From an optimization exercise on the open Yosys and OpenROAD flow, aimed at small area, a short achievable clock period and few clock cycles per item; shortcuts taken in it are not production practice.
Function was checked by simulation only, so behaviour that the tests miss may differ from the original.
No activity file was given, so power comes from the tool's default toggle rates.

## flow/design.v (module list and top-level ports; edited modules follow where they fit)
// module multiplicacion: 2565 lines
// module fa_cell: 4 lines
// module ha_cell: 4 lines
module multiplicacion #(
    parameter N = 32
    ) (
    input logic clk, rst,
    input logic valid,
    input logic [N-1:0] A, B,
    output logic [2*N-1:0] Mult,
    output logic done
    );
  // ...
==> flow/flow/run.sh <==
#!/bin/bash
set -e
cat standard.sh > standard_sh_copy.txt
export BUFFER_PORTS_ARGS="-buffer_cell sky130_fd_sc_hd__buf_4"
bash standard.sh > standard.log 2>&1
==> flow/standard.sh <==
#!/bin/bash
# synth_recipe.tcl (not shown) runs the flow's synth.tcl, then flattens the netlist and writes it again
# the make line also repeats each setting of config.mk as NAME=value (left out here)
make -C /OpenROAD-flow-scripts/flow DESIGN_CONFIG=/design/flow/config.mk WORK_HOME=/design/flow/orfs CLKGATE_MAP_FILE= SYNTH_SCRIPT=/design/flow/synth_recipe.tcl "${@:-finish}"
==> flow/config.mk <==
export PLATFORM = sky130hd
export DESIGN_NAME = multiplicacion
export DESIGN_NICKNAME = multiplicacion
export VERILOG_FILES = /design/flow/design.v
export SDC_FILE = /design/flow/constraint.sdc
export NUM_CORES = 4
export LEC_CHECK = 0
export ABC_AREA = 1
export CAP_MARGIN = 20
export CORE_MARGIN = 2
export CORE_UTILIZATION = 55
export SLEW_MARGIN = 20
export SYNTH_HIERARCHICAL = 1
==> flow/constraint.sdc <==
create_clock -name core_clock -period 5.0 [get_ports {clk}]
set_input_delay 1.0000 -clock core_clock [delete_from_list [all_inputs] [get_ports {clk}]]
set_output_delay 1.0000 -clock core_clock [all_outputs]
set_load 0.01 [all_outputs]
==> results.yml, run 1 <==
status:
  status: "timing/DRC/antenna clean"
worst_hold_path:
  hp-start: "rst"
synthesis:
  synth_top_cell_area_share: 0.405
  synthMuxAreaShare: 0
  yosysMostFrequentCell: "fa_1"
pwr:
  pg_clk_uw: 1310
  sequentialPower_uw: 2130
placed_design:
  place_congestion: 0.983
floorplan:
  ioPinCount: 132
  initial_core_util: 0.557
  die_area_mm2: 0.0477
grt:
  use_met2: 0.613
  overflow: 0
  grt_max_degree: 33
route:
  drtPass1Iterations: 6
  wl_met2_mm: 40.7
  ant_nets: 0
clock_network:
  ctsRootBufferMaster: "clkbuf_16"
  numCtsBuffers: 17
  post-cts-setup-buffers: 0
cells_and_area:
  layout_common_cells: "fa_1 (511), o22ai_1 (499), xnor2_1 (489)"
  dominant_cells: "multi-input combinational cells"
  final_common_cell: "fa_1"
worst_setup_path:
  critical_path_class: "primary input to register"
timing:
  setup_violations: 0
  whs_ns: 0.672
  post-route-min-period_ns: 4.48
Testbench counts, summed over its fixed seeds: cycles 2,408, items 2,400.
==> inputs of run 2 (changes only) <==
--- a/flow/config.mk
+++ b/flow/config.mk
@@ -11,2 +11,3 @@
 export CORE_UTILIZATION = 55
+export GPL_ROUTABILITY_DRIVEN = 0
 export SLEW_MARGIN = 20
==> run 2 against run 1 <==
Effect of this change:
- routed wire length is 2.5% lower
- combinational power about the same
- die area stayed put
- design area decreased by 0.61%
- power increased by 0.69%
- maximum frequency is 2.3% lower
- clock-buffer cell count grew 2
- sequential share of layout area is 0.056 points higher
- critical path depth down 3
- largest cell class unchanged
- highest routed layer is now met5
==> results.yml, run 2 <==
clock_network:
  cts_buffer_depth: 2
  h-tree-depth: 4
  cts_tree: "done"
  cts_hold_buffers: 0
  post-cts-setup-buffers: 0
  numCtsBuffers: 17
  path_clk_slew_ns: 0.07
  post_cts_resized: 0
  cts.sinks: 128
  ctsRootBufferMaster: "clkbuf_16"
placed_design:
  io_buffers: 131
  placed_area_mm2: 0.0274
  dp_hpwl_mm: 67.2
synthesis:
  synth_top_area_cell: "fa_1"
  ys.flop_type: "dfxtp_1"
  synth_cell_type_count: 32
  yosysWarnings: 7
  synth_top_cells_by_area: "fa_1 (41%), xnor2_1 (17%), o22ai_1 (12%)"
  synth.top_cells.by_count: "fa_1 (511), o22ai_1 (499), xnor2_1 (489)"
  yosysMostFrequentCell: "fa_1"
  postSynthCellCount: 2488
  synth_top_cell_area_share: 0.405
  synth_area_mm2: 0.0253
  ys_seq_area_frac: 0.101
  async_flop_share: 0
  synth_edf_count: 0
  syn_avg_cell_area_um2: 10.2
  ys_seq_elements: 128
worst_setup_path:
  worstSetupStartpointType: "primary input"
  critical_path_arrival_ns: 4.96
  cpLargestDelayFamily: "adder cells"
  cp_num_cells: 10
  critPathBufInv: 2
  critical_path_class: "primary input to register"
  crit_top_cell: "fa_1"
  slowest_delay_ns: 0.59
  startpoint: "B[5]"
  path_max_fanout: 13
  cp_slowest_cell: "fa_1"
  path_cells: "buf_4, ha_1, inv_1, o22ai_1, fa_1, fa_1, fa_1, fa_1, fa_1, fa_1"
  required_ns: 5.38
  end_kind: "register"
  crit_path_end: "q95"
pwr:
  p_leak_uw: 0.0116
  p_switching_uw: 8620
  combPwrFrac: 0.809
  power_density_mw_per_mm2: 647
  intPower_uw: 9510
  peakVddDrop_mv: 0.625
  p_seq_frac: 0.117
  power_frac_clock: 0.074
  total_power_uw: 18100
  netSwitchingFraction: 0.475
timing:
  worstMarginPinSlew_ns: 0.736
  whs_ns: 0.662
  setup_violations: 0
  drv_slew: 0
  finalHoldViolations: 0
  relSlewSlack: 0.504
  finalCritPeriodShare: 0.917
  post-route-min-period_ns: 4.58
  rsz0062_at_grt: "false"
  fmax_mhz: 218
floorplan:
  die_area_mm2: 0.0477
  die_h_um: 218
  initial_core_util: 0.557
  fp-row-count: 78
  die_w_um: 218
  ioPinCount: 132
  core_mm2: 0.0454
grt:
  antenna_found_initial: 2
  grt_pass1_vias: 21400
  overflow: 0
  grt_pass1_wl_mm: 126
  grt_max_degree: 34
  grtUsageTotal: 0.360
route:
  drc: 0
  drtPass1Iterations: 6
  wl_per_cell_um: 25.8
  routed_wl_mm: 82.4
  vias: 20200
  via_per_inst: 6.34
  drt_iter0_markers: 2012
  ant_nets: 0
run:
  maxCapViolCount: 0
cells_and_area:
  final_nets: 3310
  area_growth_pct: 11.0
  layout_common_cells: "fa_1 (511), o22ai_1 (499), xnor2_1 (489)"
  final_common_cell: "fa_1"
  drive_above_1_share: 0.127
  nFillCells: 3860
  stdcell_area_mm2: 0.0280
status:
  status: "timing/DRC/antenna clean"
worst_hold_path:
  hold_class: "primary input to register"
[run 2: power groups by stage]
stage | logic, uW | registers (uW) | clock network, uW
after floorplan | 9770 | 2040 | 0
after global placement | 14300 | 2140 | 0
after detailed placement | 14800 | 2150 | 0
after CTS | 14900 | 2130 | 1380
after global routing | 16700 | 2160 | 1420
final | 14700 | 2120 | 1350
[run 2: Yosys stat by module, one instance, submodules excluded]
module / cell area, um2 / copies in the design / flip-flops and latches / cells
fa_cell: 20.0 / 480 / 0 / 1
ha_cell: 12.5 / 46 / 0 / 1
multiplicacion: 15100 / 1 / 128 / 1962
[run 2: metrics by stage]
step / worst slack [ns] / std cells / TNS [ns] / utilization
floorplan: 0.137 / 2503 / 0 / -
global placement: 0.00160 / 3158 / 0 / 0.604
detailed placement: -0.0465 / 3158 / -0.256 / 0.604
CTS: 0.491 / 3190 / 0 / 0.618
global route: 0.243 / 3190 / 0 / 0.618
finish: 0.417 / 3191 / 0 / 0.618
[run 2: layout make-up]
class,instances,area [um2],area share
clock inverters,12,158,0.00562
multi-input cells,1968,21100,0.753
flip-flops and latches,128,2560,0.0914
clock buffers,20,457,0.0163
inverters,184,691,0.0246
repair buffers,278,2300,0.0820
diodes,1,2.50,0.0000892
well taps,600,751,0.0268
[run 2: how the worst min path moves through the flow]
stage	endpoint	cells after the start	slack, ns	from
floorplan	q0	0	1.03	B[1]
global placement	done	2	1.16	rst
detailed placement	done	2	1.16	rst
CTS	done	2	0.63	rst
global route	done	2	0.65	rst
finish	done	2	0.66	rst
[run 2: cell families (layout without fill, tap and decap cells)]
logic type	after synthesis	in the layout	share of synthesized area
AOI/OAI and AO/OA	595	595	0.146
xor gates and xnor gates	500	500	0.173
adders and majority gates	666	666	0.482
buffers and inverters	407	494	0.0645
DFF	128	128	0.101
other	1	17	0.000148
and+or+nand+nor	191	191	0.0332
[run 2: layer usage]
layer,track usage,wire length [um]
met1,0.429,30100
met4,0.204,5210
met3,0.0789,6740
met2,0.603,40400
met5,0,11
==> inputs of run 3 (changes only) <==
--- a/flow/config.mk
+++ b/flow/config.mk
@@ -11,3 +11,3 @@
 export CORE_UTILIZATION = 55
-export GPL_ROUTABILITY_DRIVEN = 0
+export PLACE_DENSITY = 0.75
 export SLEW_MARGIN = 20
==> run 3 against run 2 <==
Effect of this change:
- routed wire length shrank 0.41%
- sequential power is essentially flat
- worst setup slack lost 0.066 ns
- sequential share of layout area is essentially flat
- largest cell class unchanged
- utilization is essentially flat
- worst hold slack gained 0.015 ns
- power shrank 0.61%
- non-clock buffer count grew 9
- first-iteration DRC count grew 2.4%
- global-route usage grew 0.13 points
- combinational power is essentially flat
==> results.yml, run 3 <==
status:
  status: "timing/DRC/antenna clean"
worst_setup_path:
  critical_path_class: "primary input to register"
  end_kind: "register"
  cpLargestDelayFamily: "adder cells"
  worstSetupStartpointType: "primary input"
  required_ns: 5.35
  path_cells: "buf_4, inv_1, nor2_1, nand2_1, nand2_1, inv_1, o22ai_1, fa_1, fa_1, fa_1, fa_1, fa_1, fa_1"
  cp_slowest_cell: "fa_1"
  critPathBufInv: 3
  critical_path_arrival_ns: 5.00
  crit_top_cell: "fa_1"
  slowest_delay_ns: 0.56
  path_max_fanout: 10
clock_network:
  ctsRootBufferMaster: "clkbuf_16"
  h-tree-depth: 4
  cts.sinks: 128
  cts_hold_buffers: 0
  path_clk_slew_ns: 0.06
  cts_tree: "done"
  numCtsBuffers: 17
  cts_buffer_depth: 2
  post-cts-setup-buffers: 0
  post_cts_resized: 0
cells_and_area:
  drive_above_1_share: 0.130
  fin_cells: 3199
  area_growth_pct: 11.1
  diodes: 0
  stdcell_area_mm2: 0.0281
  final_common_cell: "fa_1"
  final_nets: 3319
  layout_common_cells: "fa_1 (511), o22ai_1 (499), xnor2_1 (489)"
timing:
  setup_violations: 0
  finalCritPeriodShare: 0.930
  drv_slew: 0
  rsz0062_at_grt: "false"
  setup_tns_ns: 0
  worstMarginPinSlew_ns: 0.623
  fmax_mhz: 215
  finalHoldViolations: 0
  post-route-min-period_ns: 4.65
  relSlewSlack: 0.584
placed_design:
  placed_area_mm2: 0.0274
  io_buffers: 131
  place_congestion: 1.02
  dp_cells: 3167
  dp_hpwl_mm: 67.3
floorplan:
  fp-row-count: 78
  core_mm2: 0.0454
  initial_core_util: 0.557
  die_h_um: 218
  die_area_mm2: 0.0477
  die_w_um: 218
  ioPinCount: 132
route:
  via_per_inst: 6.47
  drc: 0
  routed_wl_mm: 82.1
  drtPass1Iterations: 6
  wl_per_cell_um: 25.7
  drt_iter0_markers: 2060
  vias: 20700
  ant_nets: 0
grt:
  grt_pass1_vias: 22100
  overflow: 0
  grt_pass1_wl_mm: 127
  grtUsageTotal: 0.361
  antenna_found_initial: 2
  grt_max_degree: 34
pwr:
  peakVddDrop_mv: 0.611
  p_leak_uw: 0.0116
  power_density_mw_per_mm2: 642
synthesis:
  synth_top_cell_area_share: 0.405
  yosysWarnings: 7
  synth_cell_type_count: 32
  synth_edf_count: 0
  yosysMostFrequentCell: "fa_1"
  ys_seq_area_frac: 0.101
  ys_seq_elements: 128
  postSynthCellCount: 2488
  synth_top_cells_by_area: "fa_1 (41%), xnor2_1 (17%), o22ai_1 (12%)"
  synth_top_area_cell: "fa_1"
  async_flop_share: 0
  synth_area_mm2: 0.0253
  synth.top_cells.by_count: "fa_1 (511), o22ai_1 (499), xnor2_1 (489)"
  ys.flop_type: "dfxtp_1"
  syn_avg_cell_area_um2: 10.2
worst_hold_path:
  hp-start: "rst"
  hold_class: "primary input to register"
  whs_path_depth: 2
  worst_hold_path.endpoint: "done"
run:
  maxCapViolCount: 0
run 3: cell counts after synthesis:
Identical to the previous run, type by type.
run 3: worst max-delay path by stage:
stage                     startpoint   to  slack [ns]  depth (start not counted)
after global routing           B[15]  q99        0.27                         13
final                          B[15]  q97        0.35                         13
after global placement         B[15]  q93       -0.02                         14
after floorplan                 B[3]  q96        0.14                         13
after detailed placement       B[15]  q93       -0.03                         14
after CTS                      B[15]  q93        0.48                         14
run 3: cell families (layout without fill, tap and decap cells):
kind of cell,count (synthesis),count (layout),share of synthesized area
buffers and inverters,407,503,0.0645
other,1,16,0.000148
xor gates and xnor gates,500,500,0.173
DFF,128,128,0.101
and+or+nand+nor,191,191,0.0332
AOI/OAI and AO/OA,595,595,0.146
adders and majority gates,666,666,0.482
run 3: layer usage:
layer	wire length, um	global-route usage	up-vias
met5	27	0	-
met4	6090	0.240	4
met3	8050	0.0834	360
met2	38700	0.583	1323
met1	29200	0.433	10400
li1	-	-	8663
run 3: per-module statistics from Yosys (local to each module, per instance):
module | area, um2 | flip-flops and latches | times used | cells inside
multiplicacion | 15100 | 128 | 1 | 1962
fa_cell | 20.0 | 0 | 480 | 1
ha_cell | 12.5 | 0 | 46 | 1
run 3: layout make-up:
class	count	area, um2
clock inverters	13	164
repair buffers	287	2320
inverters	184	691
well taps	600	751
flip-flops and latches	128	2560
clock buffers	19	443
multi-input cells	1968	21100
fillers	3713	17300
run 3: report_power, final:
part	total (uW)	internal (uW)	switching, uW
Sequential	2120	1840	282
Clock	1300	793	510
Combinational	14600	6820	7780
run 3: through the flow:
| step | util | worst slack, ns | hold WS, ns | total power (uW) |
|---|---|---|---|---|
| floorplan | - | 0.137 | 1.03 | 11800 |
| global placement | 0.605 | -0.0174 | 1.16 | 16300 |
| detailed placement | 0.605 | -0.0341 | 1.16 | 16900 |
| CTS | 0.618 | 0.483 | 0.637 | 18300 |
| global route | 0.618 | 0.271 | 0.651 | 20100 |
| finish | 0.618 | 0.352 | 0.676 | 18000 |
==> inputs of run 4 (changes only) <==
--- a/flow/config.mk
+++ b/flow/config.mk
@@ -8,7 +8,6 @@
 export ABC_AREA = 1
-export CAP_MARGIN = 20
+export CAP_MARGIN = 0
 export CORE_MARGIN = 2
 export CORE_UTILIZATION = 55
-export PLACE_DENSITY = 0.75
-export SLEW_MARGIN = 20
+export SLEW_MARGIN = 0
 export SYNTH_HIERARCHICAL = 1
==> run 4 against run 3 <==
Effect of this change:
- still clean
- clock-buffer cell count down 1
- combinational power about the same
- worst setup slack gained 0.17 ns
- maximum frequency up 3.9%
- via count down 2.5%
- worst hold slack worse by 0.0046 ns
- routed wire length increased by 3.0%
- non-clock buffer count grew 18
- area after synthesis is the same
- utilization rose by 0.36 points
- synthesized cell count unchanged
- highest routed layer is now met4
==> results.yml, run 4 <==
clock_network:
  cts_tree: "done"
  cts_buffer_depth: 2
  h-tree-depth: 4
  ctsRootBufferMaster: "clkbuf_16"
  cts_hold_buffers: 0
  numCtsBuffers: 17
  path_clk_slew_ns: 0.06
  post-cts-setup-buffers: 0
  post_cts_resized: 0
  cts.sinks: 128
worst_setup_path:
  worstSetupStartpointType: "primary input"
  critical_path_arrival_ns: 4.83
  end_kind: "register"
  required_ns: 5.36
  path_max_fanout: 17
  critical_path_class: "primary input to register"
route:
  ant_nets: 0
  drt_iter0_markers: 1932
  via_per_inst: 6.28
  wl_per_cell_um: 26.3
  drc: 0
  drtPass1Iterations: 6
  routed_wl_mm: 84.5
  vias: 20200
synthesis:
  synth_top_cell_area_share: 0.405
  synth_edf_count: 0
  postSynthCellCount: 2488
  yosysWarnings: 7
  ys_seq_elements: 128
  synth_area_mm2: 0.0253
  yosysMostFrequentCell: "fa_1"
  syn_avg_cell_area_um2: 10.2
  synth_cell_type_count: 32
  ys.flop_type: "dfxtp_1"
  synth_top_cells_by_area: "fa_1 (41%), xnor2_1 (17%), o22ai_1 (12%)"
  synth_top_area_cell: "fa_1"
  async_flop_share: 0
  ys_seq_area_frac: 0.101
  synth.top_cells.by_count: "fa_1 (511), o22ai_1 (499), xnor2_1 (489)"
pwr:
  power_density_mw_per_mm2: 638
  peakVddDrop_mv: 0.939
  p_leak_uw: 0.0117
  combPwrFrac: 0.809
  p_switching_uw: 8560
  netSwitchingFraction: 0.475
  power_frac_clock: 0.073
  intPower_uw: 9450
  p_seq_frac: 0.118
  total_power_uw: 18000
floorplan:
  initial_core_util: 0.557
  die_w_um: 218
  fp-row-count: 78
  die_area_mm2: 0.0477
  core_mm2: 0.0454
  ioPinCount: 132
  die_h_um: 218
timing:
  fmax_mhz: 223
  worstMarginPinSlew_ns: 0.689
  drv_slew: 0
  post-route-min-period_ns: 4.48
  finalHoldViolations: 0
  setup_violations: 0
  relSlewSlack: 0.536
  setup_tns_ns: 0
  rsz0062_at_grt: "false"
  finalCritPeriodShare: 0.895
cells_and_area:
  fin_util: 0.622
  final_nets: 3337
  drive_above_1_share: 0.136
  final_common_cell: "fa_1"
  regArea_mm2: 0.00256
  layout_common_cells: "fa_1 (511), o22ai_1 (499), xnor2_1 (489)"
  diodes: 0
  stdcell_area_mm2: 0.0282
  area_growth_pct: 11.7
  multi_input_area_mm2: 0.0211
  nFillCells: 3885
worst_hold_path:
  whs_path_depth: 2
  hp-start: "rst"
  hold_class: "primary input to register"
  worst_hold_path.endpoint: "done"
placed_design:
  place_congestion: 0.983
  io_buffers: 131
  dp_hpwl_mm: 69.9
  placed_area_mm2: 0.0276
grt:
  grt_max_degree: 33
  overflow: 0
  grtUsageTotal: 0.372
  grt_pass1_wl_mm: 129
  antenna_found_initial: 0
  grt_pass1_vias: 21700
status:
  status: "timing/DRC/antenna clean"
run:
  maxCapViolCount: 0
run 4: changes by cell type in the layout (fill, tap and decap cells not counted), sizes merged:
cell / previous run / this run
clkbuf: 19 / 18
inv: 184 / 186
clkinv: 5 / 3
clkinvlp: 5 / 4
buf: 287 / 305
run 4: power by group through the flow:
stage	logic [uW]	registers [uW]	clock network, uW
after floorplan	9770	2040	0
after global placement	14500	2150	0
after detailed placement	14800	2150	0
after CTS	14900	2130	1350
after global routing	16600	2170	1380
final	14600	2130	1310
run 4: worst max path at each step:
stage                     start       end  slack [ns]
after CTS                   q15  Mult[63]        0.50
after floorplan            B[3]       q96        0.14
after global placement    B[15]      q101        0.10
after detailed placement   B[1]       q99        0.07
after global routing         q9  Mult[63]        0.38
final                      B[7]      q101        0.52
run 4: routing by layer:
layer | track usage | vias to the layer above | share of wire
li1 | - | 8703 | -
met1 | 0.453 | 10100 | 0.37
met2 | 0.613 | 1062 | 0.48
met3 | 0.0706 | 304 | 0.076
met4 | 0.228 | 0 | 0.069
met5 | 0 | - | 0
run 4: cell type report:
type,count,share of cell area
multi-input cells,1968,0.749
flip-flops and latches,128,0.0908
repair buffers,305,0.0882
well taps,600,0.0266
inverters,184,0.0245
clock buffers,18,0.0156
clock inverters,12,0.00568
run 4: critical path: stages:
cell and delay, ns:
buf_4 0.13, inv_1 0.17, nand2_1 0.15, nand2_1 0.08, inv_1 0.06, buf_12 0.15
o22ai_1 0.33, fa_1 0.48, fa_1 0.51, fa_1 0.42, fa_1 0.40, fa_1 0.53
fa_1 0.40
run 4: kinds of logic after synthesis:
group                      count (synthesis)  synth area share
buffers and inverters                    407            0.0645
DFF                                      128             0.101
adders and majority gates                666             0.482
AOI/OAI and AO/OA                        595             0.146
and+or+nand+nor                          191            0.0332
other                                      1          0.000148
xor gates and xnor gates                 500             0.173
run 4: modules after synthesis, one instance, submodules excluded:
module | flip-flops and latches | copies in the design
multiplicacion | 128 | 1
fa_cell | 0 | 480
ha_cell | 0 | 46
run 4: per-stage QoR:
step / cells / setup WS (ns) / hold slack [ns]
2_1_floorplan: 2503 / 0.137 / 1.03
4_1_cts: 3215 / 0.500 / 0.635
3_5_place_dp: 3185 / 0.0736 / 1.17
3_3_place_gp: 3185 / 0.102 / 1.16
6_report: 3215 / 0.525 / 0.672
5_1_grt: 3215 / 0.383 / 0.651
==> inputs of run 5 (changes only) <==
==> flow/flow/run.sh (replaced) <==
#!/bin/bash
set -e
cat standard.sh > standard_sh_copy.txt
export BUFFER_PORTS_ARGS="-buffer_cell sky130_fd_sc_hd__buf_4"
bash standard.sh synth floorplan place > standard_place.log 2>&1
export SETUP_SLACK_MARGIN=0.7
bash standard.sh > standard.log 2>&1
--- a/flow/config.mk
+++ b/flow/config.mk
@@ -8,6 +8,6 @@
 export ABC_AREA = 1
-export CAP_MARGIN = 0
+export CAP_MARGIN = 20
 export CORE_MARGIN = 2
 export CORE_UTILIZATION = 55
-export SLEW_MARGIN = 0
+export SLEW_MARGIN = 20
 export SYNTH_HIERARCHICAL = 1
==> run 5 against run 4 <==
Effect of this change:
- worst hold slack got worse by 0.0039 ns
- routed wire length up 2.6%
- clock-buffer cell count unchanged
==> results.yml, run 5 <==
pwr:
  p_switching_uw: 8970
  peakVddDrop_mv: 0.904
  combPwrFrac: 0.814
  power_frac_clock: 0.069
  intPower_uw: 9970
  netSwitchingFraction: 0.474
  power_density_mw_per_mm2: 639
  p_seq_frac: 0.117
  p_leak_uw: 0.0121
cells_and_area:
  drive_above_1_share: 0.215
  layout_common_cells: "fa_1 (476), xnor2_1 (472), o22ai_1 (461)"
  diodes: 0
  final_nets: 3361
  nFillCells: 3736
  final_common_cell: "fa_1"
  area_growth_pct: 17.3
timing:
  worstMarginPinSlew_ns: 0.656
  setup_tns_ns: 0
  post-route-min-period_ns: 4.40
  rsz0062_at_grt: "true"
  fmax_mhz: 227
  finalCritPeriodShare: 0.880
  relSlewSlack: 0.558
  finalHoldViolations: 0
  setup_violations: 0
  drv_slew: 0
  worst_slack_ns: 0.602
synthesis:
  synth_top_cells_by_area: "fa_1 (41%), xnor2_1 (17%), o22ai_1 (12%)"
  syn_avg_cell_area_um2: 10.2
  synth_edf_count: 0
  ys_seq_area_frac: 0.101
  synth_top_cell_area_share: 0.405
  async_flop_share: 0
  yosysMostFrequentCell: "fa_1"
  yosysWarnings: 7
  postSynthCellCount: 2488
  ys.flop_type: "dfxtp_1"
  synth_top_area_cell: "fa_1"
  synth.top_cells.by_count: "fa_1 (511), o22ai_1 (499), xnor2_1 (489)"
  synth_area_mm2: 0.0253
  ys_seq_elements: 128
  synth_cell_type_count: 32
clock_network:
  ctsRootBufferMaster: "clkbuf_16"
  path_clk_slew_ns: 0.06
  h-tree-depth: 4
  numCtsBuffers: 17
  cts.sinks: 128
  cts_tree: "done"
  cts_hold_buffers: 0
  cts_buffer_depth: 2
placed_design:
  io_buffers: 131
  place_congestion: 0.983
  place_worst_setup_slack_ns: 0.0736
  dp_hpwl_mm: 69.9
worst_setup_path:
  critPathBufInv: 1
  critical_path_class: "primary input to register"
  required_ns: 5.36
  cpLargestDelayFamily: "adder cells"
  path_max_fanout: 11
  slowest_delay_ns: 0.55
  end_kind: "register"
  path_cells: "buf_4, xnor2_1, o22ai_1, fa_1, fa_1, fa_1, fa_1, fa_1, fa_1"
  worstSetupStartpointType: "primary input"
  critical_path_arrival_ns: 4.76
  crit_top_cell: "fa_1"
  cp_slowest_cell: "fa_1"
floorplan:
  fp-row-count: 78
  die_h_um: 218
  ioPinCount: 132
  die_w_um: 218
  initial_core_util: 0.557
  core_mm2: 0.0454
  die_area_mm2: 0.0477
route:
  wl_per_cell_um: 26.8
  drtPass1Iterations: 5
  wl_met1_mm: 31.7
  drc: 0
  ant_nets: 0
  routed.top_layer: "met4"
  via_per_inst: 6.34
  routed_wl_mm: 86.7
  vias: 20500
  wl_met2_mm: 41.6
  wl_met3_mm: 7.16
  drt_iter0_markers: 1923
status:
  status: "timing/DRC/antenna clean"
worst_hold_path:
  worst_hold_path.endpoint: "done"
  hp-start: "rst"
  whs_path_depth: 2
  hold_class: "primary input to register"
grt:
  grtUsageTotal: 0.373
  antenna_found_initial: 0
  grt_pass1_wl_mm: 129
  grt_max_degree: 33
  overflow: 0
  grt_pass1_vias: 21800
run:
  maxCapViolCount: 0
==> run 5: changes by cell type in the layout (fill, tap and decap cells not counted), sizes merged <==
| cell | change |
|---|---|
| clkinv | +1 |
| clkbuf | +5 |
| inv | -2 |
| clkinvlp | +1 |
| buf | +19 |
==> run 5: how the worst max path moves through the flow <==
stage | from | end | slack, ns | depth (start not counted)
3_5_place_dp | B[1] | q99 | 0.07 | 10
5_1_grt | B[15] | q96 | 0.60 | 14
4_1_cts | q3 | Mult[63] | 0.67 | 19
3_3_place_gp | B[15] | q101 | 0.10 | 11
6_report | A[24] | q93 | 0.60 | 9
2_1_floorplan | B[3] | q96 | 0.14 | 13
==> run 5: repair_timing <==
item	CTS	global route
hold endpoints to repair	0	0
setup endpoints to repair	29	44
pin swaps	6	58
gates resized for setup	40	209
gates cloned	0	6
buffers inserted	2	16
==> run 5: cell families after synthesis <==
| kind of cell | synth area share |
|---|---|
| adders and majority gates | 0.482 |
| and+or+nand+nor | 0.0332 |
| xor gates and xnor gates | 0.173 |
| other | 0.000148 |
| DFF | 0.101 |
| AOI/OAI and AO/OA | 0.146 |
| buffers and inverters | 0.0645 |
==> run 5: final cells by class <==
| cell class | instances | area, um2 | area share |
|---|---|---|---|
| clock inverters | 12 | 160 | 0.00540 |
| clock buffers | 18 | 439 | 0.0148 |
| well taps | 600 | 751 | 0.0253 |
| repair buffers | 329 | 2840 | 0.0958 |
| inverters | 184 | 724 | 0.0244 |
| flip-flops and latches | 128 | 2590 | 0.0874 |
| multi-input cells | 1968 | 22100 | 0.747 |
==> run 5: per-module statistics from Yosys, one instance, submodules excluded <==
module	flip-flops and latches	cells inside	copies in the design	cell area [um2]
ha_cell	0	1	46	12.5
multiplicacion	128	1962	1	15100
fa_cell	0	1	480	20.0
==> run 5: stage by stage <==
stage / utilization / total power (uW) / instances / cell area, um2 / hold WS, ns
after floorplan: - / 11800 / 2503 / 25300 / 1.03
after global routing: 0.653 / 21100 / 3239 / 29600 / 0.649
after global placement: 0.609 / 16600 / 3185 / 27600 / 1.16
after CTS: 0.626 / 18500 / 3217 / 28400 / 0.635
after detailed placement: 0.609 / 16900 / 3185 / 27600 / 1.17
final: 0.653 / 18900 / 3239 / 29600 / 0.668
==> run 5: power by group through the flow <==
stage,Combinational [uW],Clock (uW),Sequential (uW)
6_report,15400,1310,2220
5_1_grt,17400,1390,2260
4_1_cts,15000,1350,2140
3_5_place_dp,14800,0,2150
3_3_place_gp,14500,0,2150
2_1_floorplan,9770,0,2040
==> run 5: per-layer routing <==
metal	vias to the layer above	GRT usage
met5	-	0
met4	0	0.234
met3	332	0.0768
met2	1133	0.613
met1	10300	0.449
li1	8768	-
==> inputs of run 6 (changes only) <==
==> flow/flow/run.sh (replaced) <==
#!/bin/bash
set -e
cat standard.sh > standard_sh_copy.txt
export BUFFER_PORTS_ARGS="-buffer_cell sky130_fd_sc_hd__buf_4"
bash standard.sh > standard.log 2>&1
--- a/flow/config.mk
+++ b/flow/config.mk
@@ -11,2 +11,3 @@
 export CORE_UTILIZATION = 55
+export CTS_BUF_LIST = sky130_fd_sc_hd__clkbuf_4 sky130_fd_sc_hd__clkbuf_8
 export SLEW_MARGIN = 20
==> run 6 against run 5 <==
Effect of this change:
- largest cell class unchanged
- area after synthesis unchanged
- critical path depth up 10
- first-iteration DRC count down 1.6%
- via count down 1.8%
- largest power group unchanged
- critical path type is now register to primary output
- maximum frequency down 1.5%
- combinational power down 5%
- routed wire length down 2.4%
==> results.yml, run 6 <==
pwr:
  netSwitchingFraction: 0.482
  power_frac_clock: 0.055
  peakVddDrop_mv: 0.938
  combPwrFrac: 0.825
  p_switching_uw: 8550
  p_leak_uw: 0.0116
  p_seq_frac: 0.120
  intPower_uw: 9180
  total_power_uw: 17700
  power_density_mw_per_mm2: 633
cells_and_area:
  final_nets: 3337
  multi_input_area_mm2: 0.0211
  diodes: 0
  nFillCells: 3912
  drive_above_1_share: 0.136
  fin_cells: 3215
  layout_common_cells: "fa_1 (511), o22ai_1 (499), xnor2_1 (489)"
  area_growth_pct: 11.0
  regArea_mm2: 0.00256
  final_common_cell: "fa_1"
grt:
  grt_pass1_wl_mm: 129
  grt_max_degree: 33
  antenna_found_initial: 0
  overflow: 0
  grtUsageTotal: 0.372
  grt_pass1_vias: 21600
route:
  wl_per_cell_um: 26.3
  via_per_inst: 6.27
  routed_wl_mm: 84.6
  drt_iter0_markers: 1892
  vias: 20200
  drc: 0
  ant_nets: 0
  drtPass1Iterations: 5
floorplan:
  die_w_um: 218
  core_mm2: 0.0454
  fp-row-count: 78
  initial_core_util: 0.557
  die_area_mm2: 0.0477
  die_h_um: 218
  ioPinCount: 132
synthesis:
  synth_cell_type_count: 32
  ys_seq_elements: 128
  synth_top_area_cell: "fa_1"
  synth_fa_ha_area_frac: 0.482
  yosysMostFrequentCell: "fa_1"
  ys.flop_type: "dfxtp_1"
  synth-compound-area-share: 0.146
  yosysWarnings: 7
  async_flop_share: 0
  synth_top_cells_by_area: "fa_1 (41%), xnor2_1 (17%), o22ai_1 (12%)"
  postSynthCellCount: 2488
  synth.top_cells.by_count: "fa_1 (511), o22ai_1 (499), xnor2_1 (489)"
  synth_top_cell_area_share: 0.405
  ys_seq_area_frac: 0.101
  synthXorXnorAreaFrac: 0.173
  synth_top_family_by_area: "adder cells"
  yosys.area_share.simple: 0.0332
  synthMuxAreaShare: 0
  synth_area_mm2: 0.0253
  synth_edf_count: 0
  syn_avg_cell_area_um2: 10.2
placed_design:
  dp_cells: 3185
  place_worst_setup_slack_ns: 0.0736
  io_buffers: 131
  place_congestion: 0.983
  dp_hpwl_mm: 69.9
timing:
  setup_violations: 0
  fmax_mhz: 224
  worstMarginPinSlew_ns: 0.629
  setup_tns_ns: 0
  relSlewSlack: 0.576
  drv_slew: 0
  finalCritPeriodShare: 0.893
  rsz0062_at_grt: "false"
  post-route-min-period_ns: 4.46
  finalHoldViolations: 0
  worst_slack_ns: 0.536
clock_network:
  cts.sinks: 128
  cts_hold_buffers: 0
  ctsRootBufferMaster: "clkbuf_8"
  post_cts_resized: 0
  post-cts-setup-buffers: 0
  numCtsBuffers: 17
  cts_buffer_depth: 2
  cts_tree: "done"
  path_clk_slew_ns: 0.08
  h-tree-depth: 4
run:
  maxCapViolCount: 0
worst_setup_path:
  worstSetupStartpointType: "register"
  required_ns: 4.00
  end_kind: "primary output"
  critical_path_class: "register to primary output"
  critical_path_arrival_ns: 3.46
  path_max_fanout: 5
status:
  status: "timing/DRC/antenna clean"
worst_hold_path:
  hold_class: "primary input to register"
-- run 6: cell families after synthesis --
kind of cell	after synthesis
AOI/OAI and AO/OA	595
other	1
xor gates and xnor gates	500
buffers and inverters	407
DFF	128
and+or+nand+nor	191
adders and majority gates	666
-- run 6: Yosys stat by module, one instance, submodules excluded --
module | times used | flip-flops and latches | area (um2) | cells
multiplicacion | 1 | 128 | 15100 | 1962
fa_cell | 480 | 0 | 20.0 | 1
ha_cell | 46 | 0 | 12.5 | 1
-- run 6: path summary, 6_finish.rpt --
path              start        to  slack [ns]  cells past startpoint
setup / recovery     q3  Mult[63]        0.54                     19
hold / removal      rst      done        0.59                      2
-- run 6: layer usage --
| layer | share of wire | vias to the layer above | GRT usage | wire (um) |
|---|---|---|---|---|
| met4 | 0.069 | 0 | 0.232 | 5810 |
| met5 | 0 | - | 0 | 0 |
| met3 | 0.076 | 290 | 0.0717 | 6440 |
| li1 | - | 8722 | - | - |
| met2 | 0.48 | 1003 | 0.611 | 40700 |
| met1 | 0.37 | 10100 | 0.451 | 31700 |
-- run 6: layout make-up --
cell class | count | share of cell area
timing repair buffer | 305 | 0.0888
inverter | 184 | 0.0246
sequential | 128 | 0.0914
multi-input combinational | 1968 | 0.754
clock inverter | 12 | 0.00571
tap | 600 | 0.0268
clock buffer | 18 | 0.00884
-- run 6: worst max-delay path: stages, from the launching register on --
cell	delay, ns
dfxtp_1	0.31
ha_1	0.31
or2_1	0.24
nand3_1	0.10
nand2_2	0.08
nand2_1	0.09
nand2_2	0.14
nand2_2	0.12
nand2_4	0.14
nand2_2	0.12
nand2_4	0.11
nand2_4	0.09
nand2_4	0.08
nand2_2	0.07
nand2_2	0.07
nand2_2	0.07
nand2_2	0.04
fa_1	0.37
xnor2_1	0.17
buf_4	0.14
-- run 6: power groups by stage --
stage,combinational (uW),clock (uW),sequential (uW)
6_report,14600,980,2120
3_5_place_dp,14800,0,2150
2_1_floorplan,9770,0,2040
5_1_grt,16600,1050,2170
4_1_cts,14900,1020,2130
3_3_place_gp,14500,0,2150
-- run 6: through the flow --
| step | hold WS (ns) | util | area [um2] |
|---|---|---|---|
| 4_1_cts | 0.547 | 0.618 | 28000 |
| 3_5_place_dp | 1.17 | 0.609 | 27600 |
| 2_1_floorplan | 1.03 | - | 25300 |
| 6_report | 0.593 | 0.618 | 28000 |
| 5_1_grt | 0.557 | 0.618 | 28000 |
| 3_3_place_gp | 1.16 | 0.609 | 27600 |
==> inputs of run 7 (changes only) <==
--- a/flow/config.mk
+++ b/flow/config.mk
@@ -10,3 +10,3 @@
 export CORE_MARGIN = 2
-export CORE_UTILIZATION = 55
+export CORE_UTILIZATION = 48
 export CTS_BUF_LIST = sky130_fd_sc_hd__clkbuf_4 sky130_fd_sc_hd__clkbuf_8
==> run 7 against run 6 <==
Effect of this change:
- via count fell by 0.34%
- still clean on timing, DRC and antenna
- design area rose by 0.24%
- utilization fell by 8.1 points
- combinational power barely moved
- critical endpoint unchanged
- power fell by 0.99%
==> results.yml, run 7 <==
status:
  status: "timing/DRC/antenna clean"
grt:
  grtUsageTotal: 0.323
  grt_pass1_wl_mm: 128
  overflow: 0
  grt_max_degree: 34
  antenna_found_initial: 2
  grt_pass1_vias: 21200
cells_and_area:
  multi_input_area_mm2: 0.0211
  drive_above_1_share: 0.134
  layout_common_cells: "fa_1 (511), o22ai_1 (499), xnor2_1 (489)"
  stdcell_area_mm2: 0.0281
  nFillCells: 4765
  final_nets: 3329
  final_common_cell: "fa_1"
  area_growth_pct: 11.2
  regArea_mm2: 0.00256
worst_hold_path:
  hold_class: "primary input to register"
  hp-start: "rst"
  whs_path_depth: 2
  worst_hold_path.endpoint: "done"
clock_network:
  ctsRootBufferMaster: "clkbuf_8"
  cts.sinks: 128
  cts_hold_buffers: 0
  cts_tree: "done"
  path_clk_slew_ns: 0.07
  post_cts_resized: 0
  post-cts-setup-buffers: 0
  cts_buffer_depth: 2
  numCtsBuffers: 17
  h-tree-depth: 4
synthesis:
  postSynthCellCount: 2488
  ys_seq_area_frac: 0.101
  syn_avg_cell_area_um2: 10.2
  synth_area_mm2: 0.0253
  ys.flop_type: "dfxtp_1"
  ys_seq_elements: 128
  yosysWarnings: 7
  synth_top_area_cell: "fa_1"
  yosysMostFrequentCell: "fa_1"
  synth_top_cells_by_area: "fa_1 (41%), xnor2_1 (17%), o22ai_1 (12%)"
  synth_edf_count: 0
  synth_top_cell_area_share: 0.405
  synth.top_cells.by_count: "fa_1 (511), o22ai_1 (499), xnor2_1 (489)"
  async_flop_share: 0
  synth_cell_type_count: 32
pwr:
  p_leak_uw: 0.0116
  power_density_mw_per_mm2: 625
  peakVddDrop_mv: 0.614
  total_power_uw: 17600
placed_design:
  placed_area_mm2: 0.0277
  io_buffers: 131
  dp_hpwl_mm: 70.2
  place_congestion: 0.972
timing:
  relSlewSlack: 0.582
  fmax_mhz: 222
  setup_violations: 0
  drv_slew: 0
  rsz0062_at_grt: "false"
  post-route-min-period_ns: 4.50
  setup_tns_ns: 0
  worstMarginPinSlew_ns: 0.625
  finalHoldViolations: 0
  whs_ns: 0.591
  finalCritPeriodShare: 0.901
route:
  ant_nets: 0
  via_per_inst: 6.09
  wl_per_cell_um: 25.6
  routed_wl_mm: 84.3
  vias: 20100
  drtPass1Iterations: 6
  drc: 0
  drt_iter0_markers: 1851
worst_setup_path:
  required_ns: 4.00
  end_kind: "primary output"
  worstSetupStartpointType: "register"
  path_max_fanout: 5
  critical_path_arrival_ns: 3.50
  critical_path_class: "register to primary output"
floorplan:
  ioPinCount: 132
  die_h_um: 233
  core_mm2: 0.0523
  die_w_um: 233
  initial_core_util: 0.483
  die_area_mm2: 0.0545
  fp-row-count: 84
run:
  maxCapViolCount: 0
run 7: changes by cell type in the layout (fill, tap and decap cells not counted):
cell,delta
bufinv_16,-3
clkinvlp_4,+2
clkinv_2,+3
inv_6,-1
diode_2,+1
clkbuf_4,+1
buf_4,-14
buf_12,+6
run 7: worst max-delay path by stage:
| stage | slack (ns) | start | cells past startpoint | end |
|---|---|---|---|---|
| 2_1_floorplan | 0.14 | B[3] | 13 | q96 |
| 3_3_place_gp | 0.02 | B[15] | 13 | q100 |
| 3_5_place_dp | 0.003 | B[15] | 13 | q100 |
| 4_1_cts | 0.35 | q7 | 20 | Mult[63] |
| 5_1_grt | 0.28 | q7 | 20 | Mult[63] |
| 6_report | 0.50 | q7 | 20 | Mult[63] |
run 7: stage by stage:
step	util	setup slack (ns)	cells
floorplan	-	0.137	2503
global placement	0.530	0.0215	3265
finish	0.537	0.495	3298
detailed placement	0.530	0.00269	3265
CTS	0.537	0.350	3297
global route	0.537	0.275	3298
run 7: worst max-delay path, stage by stage (launching register included):
cell     delay, ns
dfxtp_1       0.31
ha_1          0.34
nand2_1       0.10
inv_1         0.05
a21oi_1       0.17
nand2_2       0.10
nand2_1       0.08
nand2_2       0.14
nand2_2       0.12
nand2_4       0.14
nand2_2       0.12
nand2_4       0.11
nand2_4       0.10
nand2_4       0.07
nand2_2       0.07
nand2_2       0.06
nand2_2       0.07
nand2_2       0.05
fa_1          0.39
xnor2_1       0.18
buf_4         0.14
run 7: report_power, final:
| part | internal, uW | switching, uW |
|---|---|---|
| Combinational | 6820 | 7770 |
| Sequential | 1830 | 280 |
| Clock | 357 | 501 |
run 7: kinds of logic after synthesis:
group | after synthesis | share of synthesized area
flops | 128 | 0.101
simple gates | 191 | 0.0332
other cells | 1 | 0.000148
buf+inv | 407 | 0.0645
compound gates | 595 | 0.146
fa+ha+maj | 666 | 0.482
xor+xnor | 500 | 0.173
run 7: modules after synthesis (local to each module, per instance):
module          cells inside  times used
ha_cell                    1          46
fa_cell                    1         480
multiplicacion          1962           1
run 7: cell type report:
| class | instances | share of cell area |
|---|---|---|
| Antenna cell | 1 | 0.0000891 |
| Inverter | 184 | 0.0246 |
| Timing Repair Buffer | 297 | 0.0892 |
| Multi-Input combinational cell | 1968 | 0.752 |
| Sequential cell | 128 | 0.0912 |
| Clock buffer | 19 | 0.00909 |
| Clock inverter | 13 | 0.00325 |
| Tap cell | 688 | 0.0306 |
run 7: layer usage:
metal / vias to the layer above / global-route usage / share of wire
met3: 227 / 0.0530 / 0.066
met4: 0 / 0.168 / 0.056
met1: 10200 / 0.390 / 0.38
met2: 965 / 0.556 / 0.50
li1: 8688 / - / -
met5: - / 0 / 0
==> inputs of run 8 (changes only) <==
--- a/flow/config.mk
+++ b/flow/config.mk
@@ -10,3 +10,3 @@
 export CORE_MARGIN = 2
-export CORE_UTILIZATION = 48
+export CORE_UTILIZATION = 62
 export CTS_BUF_LIST = sky130_fd_sc_hd__clkbuf_4 sky130_fd_sc_hd__clkbuf_8
==> run 8 against run 7 <==
Effect of this change:
- still clean on timing, DRC and antenna
- clock-buffer cell count decreased by 1
- critical path depth decreased by 1
- routed wire length decreased by 3.3%
- synthesized cell count unchanged
- clock power increased by about 20%
- combinational power about the same
- critical path type unchanged
- critical endpoint unchanged
==> results.yml, run 8 <==
pwr:
  power_density_mw_per_mm2: 643
  peakVddDrop_mv: 0.825
  p_leak_uw: 0.0116
floorplan:
  die_w_um: 206
  die_area_mm2: 0.0424
  fp-row-count: 73
  die_h_um: 206
  initial_core_util: 0.631
  ioPinCount: 132
  core_mm2: 0.0400
worst_hold_path:
  hp-start: "rst"
  hold_class: "primary input to register"
timing:
  finalCritPeriodShare: 0.901
  setup_tns_ns: 0
  setup_violations: 0
  finalHoldViolations: 0
  post-route-min-period_ns: 4.51
  worstMarginPinSlew_ns: 0.752
  relSlewSlack: 0.497
  fmax_mhz: 222
  drv_slew: 0
  rsz0062_at_grt: "false"
clock_network:
  post_cts_resized: 0
  h-tree-depth: 4
  cts_hold_buffers: 0
  cts_tree: "done"
  numCtsBuffers: 17
  ctsRootBufferMaster: "clkbuf_8"
  post-cts-setup-buffers: 0
  cts_buffer_depth: 2
  path_clk_slew_ns: 0.08
  cts.sinks: 128
synthesis:
  synth_top_area_cell: "fa_1"
  synth_top_cell_area_share: 0.405
  ys.flop_type: "dfxtp_1"
  ys_seq_elements: 128
  synth_top_cells_by_area: "fa_1 (41%), xnor2_1 (17%), o22ai_1 (12%)"
  yosysWarnings: 7
  synth_area_mm2: 0.0253
  synth_cell_type_count: 32
  ys_seq_area_frac: 0.101
  syn_avg_cell_area_um2: 10.2
  yosysMostFrequentCell: "fa_1"
  synth_edf_count: 0
  postSynthCellCount: 2488
  synth.top_cells.by_count: "fa_1 (511), o22ai_1 (499), xnor2_1 (489)"
  async_flop_share: 0
cells_and_area:
  final_nets: 3324
  final_common_cell: "fa_1"
  diodes: 0
  fin_cells: 3128
  nFillCells: 3143
  area_growth_pct: 10.2
  stdcell_area_mm2: 0.0278
  drive_above_1_share: 0.132
  layout_common_cells: "fa_1 (511), o22ai_1 (499), xnor2_1 (489)"
worst_setup_path:
  critical_path_arrival_ns: 3.51
  critPathBufInv: 1
  worstSetupStartpointType: "register"
  critical_path_class: "register to primary output"
  path_cells: "ha_1, or2_1, nand3_1, nand2_2, nand2_1, nand2_2, nand2_2, nand2_4, nand2_2, nand2_4, nand2_4, nand2_4, nand2_2, nand2_2, nand2_2, nand2_2, fa_1, xnor2_1, buf_4"
  slowest_delay_ns: 0.37
  crit_top_cell: "nand2_2"
  required_ns: 4.00
  end_kind: "primary output"
  cp_slowest_cell: "fa_1"
  path_max_fanout: 5
  startpoint: "q3"
  cpLargestDelayFamily: "simple AND/OR/NAND/NOR gates"
route:
  drc: 0
  wl_per_cell_um: 26.0
  via_per_inst: 6.49
  drtPass1Iterations: 6
  ant_nets: 0
  vias: 20300
  routed_wl_mm: 81.5
  drt_iter0_markers: 2161
placed_design:
  dp_hpwl_mm: 66.3
  placed_area_mm2: 0.0274
  place_congestion: 0.964
  dp_cells: 3097
  io_buffers: 131
grt:
  grt_pass1_wl_mm: 125
  grtUsageTotal: 0.407
  grt_pass1_vias: 21700
  antenna_found_initial: 0
  overflow: 0
  grt_max_degree: 34
status:
  status: "timing/DRC/antenna clean"
run:
  maxCapViolCount: 0
==> run 8: cell counts after synthesis <==
Identical to the previous run, type by type.
==> run 8: cells by family after synthesis <==
family | count (synthesis) | synth area share
flops | 128 | 0.101
buf+inv | 407 | 0.0645
simple gates | 191 | 0.0332
other cells | 1 | 0.000148
fa+ha+maj | 666 | 0.482
xor+xnor | 500 | 0.173
compound gates | 595 | 0.146
==> run 8: final timing paths <==
check,to,slack [ns],cells after the start
max,Mult[63],0.49,19
min,done,0.58,2
==> run 8: layout make-up <==
type / count / area, um2 / share of cell area
sequential: 128 / 2560 / 0.0920
inverter: 184 / 691 / 0.0248
tap: 525 / 657 / 0.0236
timing repair buffer: 292 / 2380 / 0.0855
clock buffer: 18 / 241 / 0.00867
multi-input combinational: 1968 / 21100 / 0.759
clock inverter: 13 / 186 / 0.00670
==> run 8: stage by stage <==
step	setup slack, ns	power [uW]	hold slack, ns	util
2_1_floorplan	0.137	11800	1.03	-
3_3_place_gp	0.0344	16400	1.16	0.685
3_5_place_dp	-0.0633	17000	1.16	0.685
4_1_cts	0.409	18200	0.522	0.696
5_1_grt	0.235	19900	0.536	0.696
6_report	0.493	17900	0.578	0.696
==> run 8: where the power goes <==
part           internal [uW]  total [uW]  leakage (uW)  switching, uW
sequential              1840        2130       0.00108            291
combinational           6890       14800        0.0103           7860
clock                    546        1030      0.000217            481
==> run 8: Yosys stat by module (local to each module, per instance) <==
| module | cells inside | flip-flops and latches | area [um2] |
|---|---|---|---|
| multiplicacion | 1962 | 128 | 15100 |
| ha_cell | 1 | 0 | 12.5 |
| fa_cell | 1 | 0 | 20.0 |
==> run 8: layer usage <==
metal,wire length [um],GRT usage,share of wire,up-vias
li1,-,-,-,8693
met1,29000,0.487,0.36,9990
met2,38400,0.665,0.47,1221
met3,7540,0.0877,0.093,388
met4,6460,0.273,0.079,0
met5,0,0,0,-

-- re-timing with driven ports --
The flow's constraints put no driver on any port. The routed layouts listed below were extracted and timed again, unchanged, in two steps. Step 1 (the two cells are an assumption about what drives the block):
set clk [get_ports {clk}]
set_driving_cell -lib_cell sky130_fd_sc_hd__clkbuf_16 $clk
set_driving_cell -lib_cell sky130_fd_sc_hd__buf_2 [delete_from_list [all_inputs] $clk]
Step 2 also shifts input and output timing later by t, the mid clock arrival at the registers, as if the neighbouring blocks saw the same clock. Three values: no drivers, after step 1, after step 2; two values: the first two.
run | t (ns) | setup slack, ns | clock arrival spread, ns | worst slew at a driven data input, ns
run 1 | 0.538 | 0.525 / 0.548 / 0.010 | 0.009 / 0.009 | 0.09
run 2 | 0.550 | 0.417 / 0.452 / -0.098 | 0.018 / 0.018 | 0.10
run 3 | 0.535 | 0.352 / 0.388 / -0.147 | 0.018 / 0.018 | 0.08
run 4 | 0.538 | 0.525 / 0.548 / 0.010 | 0.009 / 0.009 | 0.09
run 5 | 0.542 | 0.602 / 0.631 / 0.089 | 0.010 / 0.009 | 0.09
run 6 | 0.615 | 0.536 / 0.477 / -0.004 | 0.017 / 0.017 | 0.09
run 7 | 0.619 | 0.495 / 0.441 / -0.077 | 0.019 / 0.019 | 0.06
run 8 | 0.617 | 0.493 / 0.438 / -0.090 | 0.018 / 0.019 | 0.07
Met with ideal ports but missed after step 2: setup timing in 5 of these runs. For run 8, which loses most, drivers alone change the setup slack by -0.055 ns; drivers and shift together by -0.583 ns.
